From an optimization exercise on the open Yosys and OpenROAD flow, aimed at small area and a short achievable clock period; shortcuts taken in it are not production practice.
RTL that was checked went through simulation tests only; none was proved equivalent to the original.
Power and IR drop assume default switching activity.

== indigo ==
==> flow/design.v (excerpt) <==
module CORE #(
    parameter DATA_WIDTH = 8
)
(
    input wire i_CLK,
    input wire i_RSTn,
    input wire [31:0] i_instr,
    input wire i_valid,
    input wire i_ready1,
    output reg o_ready,
    output wire [DATA_WIDTH-1:0] o_data1,
    output wire o_valid1
);
==> module ALU_PRE, before the edit <==
module ALU_PRE (
    input  wire [1:0] i_op,
    input  wire [7:0] i_a,
    input  wire [7:0] i_b,
    input  wire       i_load,       
    input  wire [7:0] i_xq,
    input  wire [7:0] i_yq,
    output wire [7:0] o_x,
    output wire [7:0] o_y
);
    wire sub   = (i_op == 2'b01);
    wire andop = (i_op == 2'b10);
    wire cntop = (i_op == 2'b11);
    wire asop  = !i_op[1];
    wire [7:0] bb, p, c;
    wire [3:0] ca, cb;
    genvar i;
    generate
        for (i = 0; i < 8; i = i + 1) begin : g_bit
            XOR2 u_bb (.a(i_b[i]), .b(sub), .y(bb[i]));
            XOR2 u_p  (.a(i_a[i]), .b(bb[i]), .y(p[i]));
        end
    endgenerate
    wire [7:0] g = i_a & bb;
    wire [7:0] t = i_a | bb;
    CARRY8 u_carry (.g(g), .t(t), .cin(sub), .o_c(c));
    PC8 u_ca (.x(i_a), .c(ca));
    PC8 u_cb (.x(i_b), .c(cb));
    wire [7:0] hold = {8{!i_load}};
    wire [7:0] ld   = {8{i_load}};
    assign o_x = (hold & i_xq) |
                 (ld & (({8{cntop}} & {4'd0, ca}) | ({8{andop}} & g) | ({8{asop}} & p)));
    assign o_y = (hold & i_yq) |
                 (ld & (({8{cntop}} & {4'd0, cb}) | ({8{asop}} & c)));
endmodule
==> module CORE, before the edit <==
module CORE #(
    parameter DATA_WIDTH = 8
)
(
    input wire i_CLK,
    input wire i_RSTn,
    input wire [31:0] i_instr,
    input wire i_valid,
    input wire i_ready1,
    output reg o_ready,
    output wire [DATA_WIDTH-1:0] o_data1,
    output wire o_valid1
);
    wire [1:0] op  = i_instr[31:30];
    wire [4:0] rd  = i_instr[29:25];
    wire [4:0] rs0 = i_instr[24:20];
    wire [4:0] rs1 = i_instr[19:15];
    reg       alu_valid;         
    reg [4:0] pend_dest;         
    reg [1:0] alu_oper;
    reg [4:0] wb_dest;
    reg       last_alu_valid;
    reg       st_show;           
    reg       st_hold;           
    wire hazard = alu_valid && (pend_dest != 5'd0) &&
                  ((rs0 == pend_dest) || (rs1 == pend_dest));
    wire alu_ready = !st_hold;
    wire load = !st_show || (!st_hold && i_ready1);
    wire wen  = st_show && i_ready1;
    assign o_valid1 = st_show;
    always @(posedge i_CLK) begin
        pend_dest <= rd;
        alu_oper  <= op;
    end
    always @(posedge i_CLK)
        if (alu_valid && alu_ready)
            wb_dest <= pend_dest;
    always @(posedge i_CLK or negedge i_RSTn)
        if (!i_RSTn) begin
            o_ready        <= 1'b0;
            alu_valid      <= 1'b0;
            last_alu_valid <= 1'b0;
            st_show        <= 1'b0;
            st_hold        <= 1'b0;
        end else begin
            o_ready        <= !hazard;
            alu_valid      <= i_valid && !hazard && alu_ready;
            last_alu_valid <= alu_valid;
            if (!st_show) begin
                st_show <= alu_valid;
            end else if (!st_hold) begin
                if (!i_ready1)
                    st_hold <= 1'b1;
                else if (!alu_valid)
                    st_show <= 1'b0;
            end else if (i_ready1) begin
                st_hold <= 1'b0;
                st_show <= last_alu_valid;
            end
        end
    reg  [247:0] rfn;            
    wire [7:0]   rd0, rd1;
    wire         rst = !i_RSTn;
    genvar k;
    generate
        for (k = 1; k < 32; k = k + 1) begin : g_row
            localparam [7:0] INIT = (k == 1) ? 8'd10 : (k == 2) ? 8'd5 : 8'd0;
            wire we = rst || (wen && wb_dest == k);
            always @(posedge i_CLK)
                if (we)
                    rfn[8*(k-1) +: 8] <= rst ? ~INIT : ~o_data1;
        end
    endgenerate
    RDPORT u_rd0 (.i_addr(rs0), .i_nd(rfn), .o_data(rd0));
    RDPORT u_rd1 (.i_addr(rs1), .i_nd(rfn), .o_data(rd1));
    reg        res_cnt;
    reg  [7:0] res_x, res_y;
    wire [7:0] pre_x, pre_y;
    ALU_PRE u_pre (.i_op(alu_oper), .i_a(rd0), .i_b(rd1), .i_load(load),
                   .i_xq(res_x), .i_yq(res_y), .o_x(pre_x), .o_y(pre_y));
    always @(posedge i_CLK) begin
        res_x <= pre_x;
        res_y <= pre_y;
        if (load)
            res_cnt <= (alu_oper == 2'b11);
    end
    ALU_POST u_post (.i_cnt(res_cnt), .i_x(res_x), .i_y(res_y), .o_r(o_data1));
endmodule
clock: 7.5 ns
lec_check: 0
cap_margin: 20
core_margin: 2
core_utilization: 40
cts_buf_list: sky130_fd_sc_hd__clkbuf_16
cts_cluster_diameter: 100
cts_cluster_size: 24
setup_slack_margin: 3.8
slew_margin: 20
synth_hierarchical: 1
tns_end_percent: 5
run.sh (not shown) runs the stock make flow with config.mk's settings and CLKGATE_MAP_FILE= SYNTH_SCRIPT=/design/flow/synth_recipe.tcl, a recipe that flattens the netlist after the stock synthesis.
## Diff of input files: violet against indigo
--- a/flow/design.v
+++ b/flow/design.v
@@ -115,13 +115,10 @@
 endmodule
 module ALU_PRE (
     input  wire [1:0] i_op,
     input  wire [7:0] i_a,
     input  wire [7:0] i_b,
-    input  wire       i_load,       
-    input  wire [7:0] i_xq,
-    input  wire [7:0] i_yq,
     output wire [7:0] o_x,
     output wire [7:0] o_y
 );
     wire sub   = (i_op == 2'b01);
     wire andop = (i_op == 2'b10);
@@ -139,16 +136,12 @@
     wire [7:0] g = i_a & bb;
     wire [7:0] t = i_a | bb;
     CARRY8 u_carry (.g(g), .t(t), .cin(sub), .o_c(c));
     PC8 u_ca (.x(i_a), .c(ca));
     PC8 u_cb (.x(i_b), .c(cb));
-    wire [7:0] hold = {8{!i_load}};
-    wire [7:0] ld   = {8{i_load}};
-    assign o_x = (hold & i_xq) |
-                 (ld & (({8{cntop}} & {4'd0, ca}) | ({8{andop}} & g) | ({8{asop}} & p)));
-    assign o_y = (hold & i_yq) |
-                 (ld & (({8{cntop}} & {4'd0, cb}) | ({8{asop}} & c)));
+    assign o_x = ({8{cntop}} & {4'd0, ca}) | ({8{andop}} & g) | ({8{asop}} & p);
+    assign o_y = ({8{cntop}} & {4'd0, cb}) | ({8{asop}} & c);
 endmodule
 module ALU_POST (
     input  wire       i_cnt,
     input  wire [7:0] i_x,
     input  wire [7:0] i_y,
@@ -283,18 +276,17 @@
                     rfn[8*(k-1) +: 8] <= rst ? ~INIT : ~o_data1;
         end
     endgenerate
     RDPORT u_rd0 (.i_addr(rs0), .i_nd(rfn), .o_data(rd0));
     RDPORT u_rd1 (.i_addr(rs1), .i_nd(rfn), .o_data(rd1));
-    reg        res_cnt;
-    reg  [7:0] res_x, res_y;
     wire [7:0] pre_x, pre_y;
-    ALU_PRE u_pre (.i_op(alu_oper), .i_a(rd0), .i_b(rd1), .i_load(load),
-                   .i_xq(res_x), .i_yq(res_y), .o_x(pre_x), .o_y(pre_y));
-    always @(posedge i_CLK) begin
-        res_x <= pre_x;
-        res_y <= pre_y;
-        if (load)
+    ALU_PRE u_pre (.i_op(alu_oper), .i_a(rd0), .i_b(rd1), .o_x(pre_x), .o_y(pre_y));
+    reg       res_cnt;
+    reg [7:0] res_x, res_y;
+    always @(posedge i_CLK)
+        if (load) begin
             res_cnt <= (alu_oper == 2'b11);
-    end
+            res_x   <= pre_x;
+            res_y   <= pre_y;
+        end
     ALU_POST u_post (.i_cnt(res_cnt), .i_x(res_x), .i_y(res_y), .o_r(o_data1));
 endmodule
### Flow results
- On area after synthesis, indigo and violet are basically level.
- Summary of the comparison: proportion of total power due to net switching is lower in violet, relative to indigo.
- Between indigo and violet, power is higher for indigo, violet comes in under that.
- STATUS worst slew margin relative to its limit: violet wins against indigo
- Between indigo and violet, depth of the critical timing path with buffers and inverters included increased.
- violet: synthesized netlist cell count lower than indigo
- Cell area delta for violet relative to indigo: 0.44% higher
- On worst hold slack, indigo and violet are basically level.
Function not checked in violet: the RTL went through the layout flow alone.

## re-timing with driven ports
No port has a modelled driver above. Below, the same layouts with a new extraction and two added sets of constraints. Step 1 (the two cells are an assumption about what drives the block):
set clk [get_ports {i_CLK}]
set_driving_cell -lib_cell sky130_fd_sc_hd__clkbuf_16 $clk
set_driving_cell -lib_cell sky130_fd_sc_hd__buf_2 [delete_from_list [all_inputs] $clk]
Step 2, shift: input delay + t, output delay - t, t = (earliest + latest rising clock arrival at the registers) / 2. This alone moves slack from input paths to output paths. a / b / c = ideal ports / drivers / drivers and shift; a / b = the first two.
run | t, ns | setup WS [ns] | hold WS [ns] | worst slew at a driven data input, ns | pins driven straight from the clock port
indigo | 0.554 | 3.638 / 3.565 / 3.011 | 0.387 / 0.387 / 0.387 | 0.17 | 1
violet | 0.548 | 3.545 / 3.505 / 2.957 | 0.386 / 0.386 / 0.386 | 0.16 | 1
After both steps every run listed still meets setup and hold. The setup slack of indigo, which loses most, moves by -0.073 ns with the drivers and by -0.627 ns with both steps.
